This design comes from an exercise in tuning for small area, a short achievable clock period and few clock cycles on the open sky130 flow, not from production work. In this exercise RTL edits were held to simulation tests only and were not proved equivalent to the original. Power is estimated from default activity; no workload was simulated.

Setup of job 2428:
// top
module top(
    input  wire        clk,
    input  wire        rst,
    input  wire [63:0] i_data,
    input  wire        start,
    output wire [15:0] address,
    output reg         o_valid,
    output reg  [63:0] out_data,
    output reg         out_valid,
    output reg         done,
    output reg  [15:0] o_address,
    output wire [9:0]  done_cnt
);
For scale: about 1500 flip-flops.
clock: 16.0 ns
lec_check: 0
abc_area: 1
cap_margin: 20
core_margin: 2
core_utilization: 40
slew_margin: 20
standard.sh (not shown) runs the stock make flow with config.mk's settings and CLKGATE_MAP_FILE= SYNTH_SCRIPT=/design/flow/synth_recipe.tcl, a recipe that flattens the netlist after the stock synthesis.
==> flow/flow/run.sh <==
#!/bin/bash
# The standard layout (bash standard.sh), with two changes to how it is made; the clock,
# the SDC and the synthesis are unchanged:
#  - timing repair aims at a setup slack of 11.5 ns instead of 0, so the resizer keeps
#    shortening the critical paths well below the 16 ns clock period;
#  - the port buffers are buf_4 cells rather than the resizer's default choice;
#  - the clock tree uses the CTS options below (clkbuf_8 buffers, no dummy loads).
set -euo pipefail
bash standard.sh SETUP_SLACK_MARGIN=11.5 "BUFFER_PORTS_ARGS=-buffer_cell sky130_fd_sc_hd__buf_4" "CTS_ARGS=-sink_clustering_enable -repair_clock_nets -buf_list sky130_fd_sc_hd__clkbuf_8 -sink_clustering_size 18 -sink_clustering_max_diameter 55 -dont_use_dummy_load" finish > standard_flow.log 2>&1
Testbench counts of job 2428, summed over its fixed seeds: cycles 2,712.
## Diff of input files: job 7591 against job 2428
- CORE_UTILIZATION now 70, was 40
==> flow/flow/run.sh <==
#!/bin/bash
# The standard layout (bash standard.sh), with two changes to how it is made; the clock,
# the SDC and the synthesis are unchanged:
#  - timing repair aims at a setup slack of 11.6 ns instead of 0, so the resizer keeps
#    shortening the critical paths well below the 16 ns clock period;
#  - the port buffers are buf_4 cells rather than the resizer's default choice;
#  - the clock tree uses the CTS options below (clkbuf_8 buffers, no dummy loads).
set -euo pipefail
bash standard.sh SETUP_SLACK_MARGIN=11.6 "BUFFER_PORTS_ARGS=-buffer_cell sky130_fd_sc_hd__buf_4" "CTS_ARGS=-sink_clustering_enable -repair_clock_nets -root_buf sky130_fd_sc_hd__clkbuf_16 -tree_buf sky130_fd_sc_hd__clkbuf_16 -buf_list sky130_fd_sc_hd__clkbuf_8 -sink_clustering_size 16 -sink_clustering_max_diameter 50 -dont_use_dummy_load" finish > standard_flow.log 2>&1
==> run summary <==
Initial antenna violation count ends up lower on job 7591.
Job 7591 vs. job 2428: post-layout instance count excluding filler cells lost 617; proportion of power drawn by the clock network went up 0.5 points.
Compared with job 2428, job 7591 shows a lower final clock period utilization by the worst path.
Job 7591: via count higher than job 2428
Going from job 2428 to job 7591, source-to-sink clock delay at the later pin of the worst-skew pair shrinks by 0.14 ns.
On register area, job 7591 and job 2428 are neck and neck.
--- input diff job 7591..job 4114 ---
- CORE_UTILIZATION: 70 -> 40
==> flow/flow/run.sh <==
#!/bin/bash
# The standard layout (bash standard.sh), with two changes to how it is made; the clock,
# the SDC and the synthesis are unchanged:
#  - timing repair aims at a setup slack of 11.7 ns instead of 0, so the resizer keeps
#    shortening the critical paths well below the 16 ns clock period;
#  - the port buffers are buf_4 cells rather than the resizer's default choice;
#  - the clock tree uses the CTS options below (clkbuf_8 buffers, no dummy loads).
set -euo pipefail
bash standard.sh SETUP_SLACK_MARGIN=11.7 "BUFFER_PORTS_ARGS=-buffer_cell sky130_fd_sc_hd__buf_4" "CTS_ARGS=-sink_clustering_enable -repair_clock_nets -root_buf sky130_fd_sc_hd__clkbuf_16 -tree_buf sky130_fd_sc_hd__clkbuf_16 -buf_list sky130_fd_sc_hd__clkbuf_8 -sink_clustering_size 18 -sink_clustering_max_diameter 55 -dont_use_dummy_load" finish > standard_flow.log 2>&1
==> comparison <==
Every stage of the flow completed for job 4114, and the final layout passed the timing, design-rule and antenna checks. NOTE overall die height job 7591->job 4114 increased by more than a quarter. For static leakage, job 4114 and job 7591 come out practically identical. Global-route usage for job 4114 is lower than for job 7591. When job 4114 is set beside job 7591, its initial core utilization turns out to be 31 points smaller. After detailed routing, job 7591 needs less wire than job 4114. On number of nets at the end of the flow, job 4114 and job 7591 are basically level. From job 7591 to job 4114 the numbers moved as follows: worst setup slack now sits lower, met1 layer usage reported by global route saw a decrease, fraction of area in registers now sits lower, routing usage on met2 now sits lower.
Changes in job 5245 relative to job 4114:
- CORE_UTILIZATION now 45, was 40
==> flow/flow/run.sh <==
#!/bin/bash
# The standard layout (bash standard.sh), with two changes to how it is made; the clock,
# the SDC and the synthesis are unchanged:
#  - timing repair aims at a setup slack of 11.6 ns instead of 0, so the resizer keeps
#    shortening the critical paths well below the 16 ns clock period;
#  - the port buffers are buf_4 cells rather than the resizer's default choice;
#  - the clock tree uses the CTS options below (clkbuf_8 buffers, no dummy loads).
set -euo pipefail
bash standard.sh SETUP_SLACK_MARGIN=11.6 "BUFFER_PORTS_ARGS=-buffer_cell sky130_fd_sc_hd__buf_4" "CTS_ARGS=-sink_clustering_enable -repair_clock_nets -root_buf sky130_fd_sc_hd__clkbuf_16 -tree_buf sky130_fd_sc_hd__clkbuf_16 -buf_list sky130_fd_sc_hd__clkbuf_8 -sink_clustering_size 18 -sink_clustering_max_diameter 55 -dont_use_dummy_load" finish > standard_flow.log 2>&1
Notes after the runs:
- Against job 4114, job 5245 comes in 143 lower on post-route non-filler standard cell count.
- Post-route core utilization, job 5245 and job 4114: smaller value in job 4114
- Total number of vias in job 5245 is 119 below job 4114.
- The total of clock buffers placed in the layout in job 5245 sits 1 above the value recorded for job 4114.
- The arrival time reported for the critical path endpoint of job 5245 and that of job 4114 are within noise of each other.
- Job 5245: all stages complete, timing, DRC and antenna checks passed
Here is what was changed in the inputs of job 8426 compared with job 5245.
- a change of CORE_UTILIZATION from 45 to 70
==> run summary <==
- Status: share of the clock period used by the worst path parity (job 8426, job 5245)
- Job 8426 vs job 5245, worst setup path startpoint: n[3]$_SDFFE_PP0P_ vs out_data[29]$_DFF_P_
- Compared with job 5245, job 8426 shows a met2 layer usage reported by global route that is 15 points higher.
- Clock tree buffer count of the final layout (lower): job 8426
- Going from job 5245 to job 8426, the combinational share of power was found to have gone up by 0.5 points.
- Of job 8426 and job 5245, the run reporting the higher first-pass GRT wire length was job 5245.

[what the ideal ports hide]
No port has a modelled driver above. Below, the same layouts with a new extraction and two added sets of constraints. Step 1: set_driving_cell puts a clkbuf_16 on clk and a buf_2 on each other input, an assumption about the parent block. Step 2 adds t to the input delays and takes it off the output delays; t is the mean of the earliest and latest rising clock arrival at the registers after step 1. Input paths then give back, and output paths get back, about the clock's delay inside the block. a / b / c = ideal / step 1 / step 2; a / b = the first two.
| run | t (ns) | setup slack, ns | hold WS [ns] | pins driven straight from the clock port |
|---|---|---|---|---|
| job 2428 | 0.808 | 11.510 / 11.442 / 11.769 | 0.245 / 0.245 / 0.245 | 1 |
| job 7591 | 0.671 | 11.644 / 11.579 / 11.789 | 0.268 / 0.268 / 0.268 | 1 |
| job 4114 | 0.699 | 11.636 / 11.561 / 11.758 | 0.251 / 0.251 / 0.251 | 1 |
| job 5245 | 0.698 | 11.649 / 11.582 / 11.665 | 0.269 / 0.269 / 0.269 | 1 |
| job 8426 | 0.664 | 11.645 / 11.580 / 11.804 | 0.279 / 0.279 / 0.279 | 1 |
After both steps every run listed still meets setup and hold.
